Context: an optimization exercise on an open-source flow, tuned for small area and a short achievable clock period. The choices shown serve that exercise and are no tape-out recipe. At most, simulation tests tie the RTL to the original design; equivalence was not proved. Power figures rest on the tool's default switching activity, not on a simulated workload.

Setup of run 1:
==> flow/design.v (excerpt) <==
module top (
  input  logic        clk,
  input  logic        rst_n,
  input  logic [15:0] setpoint,
  input  logic [15:0] feedback,
  input  logic [15:0] Kp,
  input  logic [15:0] Ki,
  input  logic [15:0] Kd,
  input  logic [15:0] clk_prescaler,
  output logic [15:0] control_signal
);
Settings: LEC_CHECK=0, ABC_AREA=1, CAP_MARGIN=20, CORE_MARGIN=2, CORE_UTILIZATION=40, SETUP_SLACK_MARGIN=5, SLEW_MARGIN=20, SYNTH_HIERARCHICAL=1, SYNTH_MINIMUM_KEEP_SIZE=0; clock period 12.5 ns.
standard.sh (not shown) runs the stock make flow with config.mk's settings and CLKGATE_MAP_FILE= SYNTH_SCRIPT=/design/flow/synth_recipe.tcl, a recipe that flattens the netlist after the stock synthesis.
==> flow/flow/run.sh <==
#!/bin/bash
# The standard layout, with the port buffers made of plain buf_1 cells
# instead of the delay buffers buffer_ports picks on its own, and a larger
# setup margin for timing repair.
set -euo pipefail
export BUFFER_PORTS_ARGS="-buffer_cell sky130_fd_sc_hd__buf_1"
bash standard.sh SETUP_SLACK_MARGIN=6.5 finish > standard.log 2>&1
diff inputs: run 1 => run 2
-- flow/flow/run.sh --
<<< run 1, line 6
export BUFFER_PORTS_ARGS="-buffer_cell sky130_fd_sc_hd__buf_1"
bash standard.sh SETUP_SLACK_MARGIN=6.5 finish > standard.log 2>&1
>>> run 2, line 6
export BUFFER_PORTS_ARGS="-buffer_cell sky130_fd_sc_hd__buf_1"
bash standard.sh SETUP_SLACK_MARGIN=5.5 finish > standard.log 2>&1
==> notes.md <==
Final routed wire length divided by cell count (run 2 vs. run 1) increases slightly
[run 2 vs run 1] all-layer global routing usage: higher in run 2
Run 2 ends up with a global-route met1 utilization that is 0.91 points higher than in run 1.
The higher area occupied by multi-input gates came out of run 1.
Run 2 vs. run 1: routed wire length fell by 300 µm, number of primary I/O pins closely matched the old numbers.
Re clock share of power: run 1 was higher than run 2.
Cells: run 2 has fewer instances than run 1
Setup slack in run 2 is smaller than in run 1.
Run 2 reports a lower final-layout worst hold slack than run 1 does.
Input-level comparison between run 3 and run 2:
-- flow/flow/run.sh --
<<< run 2, line 6
export BUFFER_PORTS_ARGS="-buffer_cell sky130_fd_sc_hd__buf_1"
bash standard.sh SETUP_SLACK_MARGIN=5.5 finish > standard.log 2>&1
>>> run 3, line 6
export BUFFER_PORTS_ARGS="-buffer_cell sky130_fd_sc_hd__buf_1"
bash standard.sh SETUP_SLACK_MARGIN=7.5 finish > standard.log 2>&1
Findings:
Run 3 went all the way through synthesis, placement and routing and the layout is clean on timing, DRC and antenna. Critical-path cell with the highest stage delay: fa_2 -> run 3, xnor2_1 -> run 2. Run 3 vs run 2: met1 capacity usage during global routing up. Power share of the combinational group for run 3: 4.4 points up relative to run 2. Run 3 improves on run 2 in maximum frequency. Re required time of the critical path: run 2 was lower than run 3. From run 2 to run 3 the numbers moved as follows: post-detailed-route wirelength per cell moved up; worst setup slack after layout moved up. Run 3 vs run 2 — largest driver fanout on the critical path dropped 2. Run 3 reports its last element of the critical path as u_dut.C3[14] while run 2 reports u_dut.C3[15]. Looking at final period utilization across run 2 and run 3, the one that comes out lower is run 3. Kind of critical path = reg -> reg: run 3; kind of critical path = in -> reg: run 2. Going from run 2 to run 3, post-route total power moved up; final area moved up; overall routed net length went up.
> inputs changed (run 3 -> run 4)
-- flow/flow/run.sh --
<<< run 3, line 6
export BUFFER_PORTS_ARGS="-buffer_cell sky130_fd_sc_hd__buf_1"
bash standard.sh SETUP_SLACK_MARGIN=7.5 finish > standard.log 2>&1
>>> run 4, line 6
export BUFFER_PORTS_ARGS="-buffer_cell sky130_fd_sc_hd__buf_1"
bash standard.sh SETUP_SLACK_MARGIN=6.0 finish > standard.log 2>&1
--- outcome ---
Run 4 falls short of run 3 in worst slack at placement. Compared with run 3, run 4 is more frugal on power. Row combined buffer and inverter count along the critical path: run 4 higher / run 3 lower. Tightest slew margin relative to the limit: run 4 > run 3. In the reports for run 3 and run 4, the larger maximum fanout along the worst path belongs to run 4. Run 4 ends up with a met3 usage in global routing that is 1.2 points lower than in run 3. In the reports for run 3 and run 4, the smaller final period demand of the worst path belongs to run 3. Global-route usage: run 4 vs run 3 down 2.4 points. HPWL after detailed placement went down slightly going from run 3 to run 4. Run 4 ended with less power of the sequential group than run 3. Run 4 vs run 3 — path length in cells of the critical path rose 10.

* * *

Another version of the RTL of top (not shown whole).
For scale: ~1400 cells after synthesis, about 120 flip-flops, ~110 I/O pins, ~16000 um2 of cells after synthesis.
==> flow/design.v (excerpt) <==
module top (
  input  logic        clk,
  input  logic        rst_n,
  input  logic [15:0] setpoint,
  input  logic [15:0] feedback,
  input  logic [15:0] Kp,
  input  logic [15:0] Ki,
  input  logic [15:0] Kd,
  input  logic [15:0] clk_prescaler,
  output logic [15:0] control_signal
);
  pid_controller u_dut (
    .clk(clk),
    .rst_n(rst_n),
    .setpoint(setpoint),
    .feedback(feedback),
    .Kp(Kp),
    .Ki(Ki),
    .Kd(Kd),
    .clk_prescaler(clk_prescaler),
    .control_signal(control_signal)
  );
endmodule
export LEC_CHECK = 0
export CAP_MARGIN = 20
export CORE_MARGIN = 2
export CORE_UTILIZATION = 40
export CTS_BUF_LIST = sky130_fd_sc_hd__clkbuf_4 sky130_fd_sc_hd__clkbuf_8
export CTS_CLUSTER_SIZE = 40
export SETUP_SLACK_MARGIN = 5
export SLEW_MARGIN = 20
export SYNTH_HIERARCHICAL = 1
export SYNTH_MINIMUM_KEEP_SIZE = 0
create_clock -name core_clock -period 12.5 [get_ports {clk}]
==> flow/flow/run.sh <==
#!/bin/bash
# The standard layout, with the port buffers made of plain buf_1 cells
# instead of the delay buffers buffer_ports picks on its own, and a larger
# setup margin for timing repair.
set -euo pipefail
export BUFFER_PORTS_ARGS="-buffer_cell sky130_fd_sc_hd__buf_1"
bash standard.sh SETUP_SLACK_MARGIN=7.1 finish > standard.log 2>&1
The first run went through all stages and came out clean.
Next try:
--- a/flow/flow/run.sh
+++ b/flow/flow/run.sh
@@ -7 +7 @@
-bash standard.sh SETUP_SLACK_MARGIN=7.1 finish > standard.log 2>&1
+bash standard.sh SETUP_SLACK_MARGIN=6.8 finish > standard.log 2>&1
After rerunning:
- setup slack improved by 29 ps
- sequential power stays flat
- clock-buffer cell count fell by 2
- hold slack improved by 19 ps
- cell area fell by 2.8%
- first-iteration DRC count fell by 6.5%
- global-route usage fell by 0.52 points
No functional check of the RTL was part of any run of this note.

* * *

Another version of the RTL of top (not shown whole).
For scale: ~120 flip-flops, about 110 I/O pins.
Settings: LEC_CHECK=0, CAP_MARGIN=20, CORE_MARGIN=2, CORE_UTILIZATION=40, SETUP_SLACK_MARGIN=5, SLEW_MARGIN=20, SYNTH_HIERARCHICAL=1, SYNTH_MINIMUM_KEEP_SIZE=0; clock period 12.5 ns.
==> flow/flow/run.sh <==
#!/bin/bash
# The standard layout, with the port buffers made of plain buf_1 cells
# instead of the delay buffers buffer_ports picks on its own, and a larger
# setup margin for timing repair.
set -euo pipefail
export BUFFER_PORTS_ARGS="-buffer_cell sky130_fd_sc_hd__buf_1"
bash standard.sh SETUP_SLACK_MARGIN=6.8 finish > standard.log 2>&1
The starting point ran to the end with no violations.
Edit:
--- a/flow/flow/run.sh
+++ b/flow/flow/run.sh
@@ -6,2 +6,2 @@
 export BUFFER_PORTS_ARGS="-buffer_cell sky130_fd_sc_hd__buf_1"
-bash standard.sh SETUP_SLACK_MARGIN=6.8 finish > standard.log 2>&1
+bash standard.sh SETUP_SLACK_MARGIN=6.5 SETUP_MOVE_SEQUENCE=unbuffer,sizeup,swap,buffer finish > standard.log 2>&1
CTS_BUF_LIST = sky130_fd_sc_hd__clkbuf_4 sky130_fd_sc_hd__clkbuf_8   (was unset)
CTS_CLUSTER_SIZE = 40   (was unset)
What happened:
- synthesized area is unchanged
- final cell count decreases by 1.3%
- clock skew rises by 0.0073 ns
- synthesized cell count stays the same
- core utilization is lower by 2.3 points
- global-route usage falls by 1.5 points
- hold slack is better by 0.030 ns
- total power fell by 6.3%
Edit:
--- a/flow/flow/run.sh
+++ b/flow/flow/run.sh
@@ -6,2 +6,2 @@
 export BUFFER_PORTS_ARGS="-buffer_cell sky130_fd_sc_hd__buf_1"
-bash standard.sh SETUP_SLACK_MARGIN=6.5 SETUP_MOVE_SEQUENCE=unbuffer,sizeup,swap,buffer finish > standard.log 2>&1
+bash standard.sh SETUP_SLACK_MARGIN=6.5 finish > standard.log 2>&1
Result: Clock skew stays flat. Setup slack improves by 0.037 ns. Cell area stays flat. Utilization is about the same. Cell count barely changes. Flip-flop and latch count does not change. First-iteration DRC count climbs by 6.1%. Wire length grows by about 1.7%. Maximum frequency is higher by about 0.6%. Via count went up by about 0.7%.
Edit:
CTS_BUF_LIST = sky130_fd_sc_hd__clkbuf_2 sky130_fd_sc_hd__clkbuf_4 sky130_fd_sc_hd__clkbuf_8   (was sky130_fd_sc_hd__clkbuf_4 sky130_fd_sc_hd__clkbuf_8)
CTS_CLUSTER_DIAMETER = 100   (was unset)
CTS_CLUSTER_SIZE = 60   (was 40)
Result: The new run ran to the end with no violations. Routed wire length does not change. Non-clock buffer count does not change. Total power does not change. Synthesized cell count does not change. Setup slack stays the same. Sequential cell count does not change. Die area does not change.
Edit:
==> flow/run.sh (new file) <==
#!/bin/bash
# synth_recipe.tcl (not shown) runs the flow's synth.tcl, then flattens the netlist and writes it again
# the make line also repeats each setting of config.mk as NAME=value (left out here)
make -C /OpenROAD-flow-scripts/flow DESIGN_CONFIG=/design/flow/config.mk WORK_HOME=/design/flow/orfs CLKGATE_MAP_FILE= SYNTH_SCRIPT=/design/flow/synth_recipe.tcl finish
CTS_BUF_LIST = sky130_fd_sc_hd__clkbuf_4 sky130_fd_sc_hd__clkbuf_8   (was sky130_fd_sc_hd__clkbuf_2 sky130_fd_sc_hd__clkbuf_4 sky130_fd_sc_hd__clkbuf_8)
CTS_CLUSTER_DIAMETER = unset   (was 100)
CTS_CLUSTER_SIZE = 40   (was 60)
removed: flow/flow/run.sh
removed: flow/standard.sh
Register-to-register slack degrades by 0.55 ns.
Fmax fell by 19%.
Via count fell by 2.3%.
Sequential share of layout area rose by 0.32 points.
Clock skew is about the same.
Routed wire length fell by 3.2%.
Final cell count fell by 1.6%.
Global-route usage fell by 0.31 points.
Worst setup slack degrades by 1.3 ns.
Edit:
==> flow/flow/run.sh (new file) <==
#!/bin/bash
# The standard layout, with the port buffers made of plain buf_1 cells
# instead of the delay buffers buffer_ports picks on its own, and a larger
# setup margin for timing repair.
set -euo pipefail
export BUFFER_PORTS_ARGS="-buffer_cell sky130_fd_sc_hd__buf_1"
bash standard.sh SETUP_SLACK_MARGIN=6.5 SKIP_GATE_CLONING=1 finish > standard.log 2>&1
==> flow/standard.sh (new file) <==
#!/bin/bash
# synth_recipe.tcl (not shown) runs the flow's synth.tcl, then flattens the netlist and writes it again
# the make line also repeats each setting of config.mk as NAME=value (left out here)
make -C /OpenROAD-flow-scripts/flow DESIGN_CONFIG=/design/flow/config.mk WORK_HOME=/design/flow/orfs CLKGATE_MAP_FILE= SYNTH_SCRIPT=/design/flow/synth_recipe.tcl "${@:-finish}"
removed: flow/run.sh
Result: Fmax went up by 23%. Area after synthesis is unchanged. Final area went up by 2.1%. Count of clock-buffer cells in the layout went down by 1. Global-route usage went up by 0.31 points. Sequential cell count does not change. Wire length went up by 3.4%. Worst setup slack is better by 1.3 ns. Sequential power stays flat.

[port drivers added, routing unchanged]
The flow's constraints put no driver on any port. The routed layouts listed below were extracted and timed again, unchanged, in two steps. Step 1 assumes that a clkbuf_16 drives the clock port and a buf_2 every other input. Step 2 moves the port delays by t, midway between the first and last clock arrival at a register: inputs arrive t later, outputs are due t later. That takes back most of the time a late clock gives input paths. Slacks: no drivers / after step 1 / after step 2; pairs: no drivers / after step 1.
run	t (ns)	setup slack, ns	worst setup path at the end	worst slew at a driven data input, ns	pins driven straight from the clock port
run 1	0.484	6.594 / 6.569 / 6.140	input to register	0.04	1
run 2	0.481	5.834 / 5.863 / 5.381	input to register	0.04	1
run 3	0.484	6.907 / 6.907 / 6.426	input to register	0.05	1
run 4	0.482	6.135 / 6.163 / 5.681	input to register	0.04	1
the first run of note 2	0.523	6.584 / 6.598 / 6.075	input to register	0.05	1
the second run of note 2	0.515	6.613 / 6.625 / 6.110	input to register	0.04	1
the first run of note 3	0.479	6.545 / 6.557 / 6.077	input to register	0.05	1
the second run of note 3	0.494	6.527 / 6.527 / 6.076	input to register	0.04	1
the third run of note 3	0.493	6.564 / 6.590 / 6.097	input to register	0.04	1
the fourth run of note 3	0.493	6.564 / 6.590 / 6.097	input to register	0.04	1
the fifth run of note 3	0.481	5.217 / 5.235 / 4.754	input to register	0.05	1
the sixth run of note 3	0.493	6.564 / 6.590 / 6.097	input to register	0.04	1
After both steps every run listed still meets setup and hold. The setup slack of the first run of note 2, which loses most, moves by +0.014 ns with the drivers and by -0.509 ns with both steps.
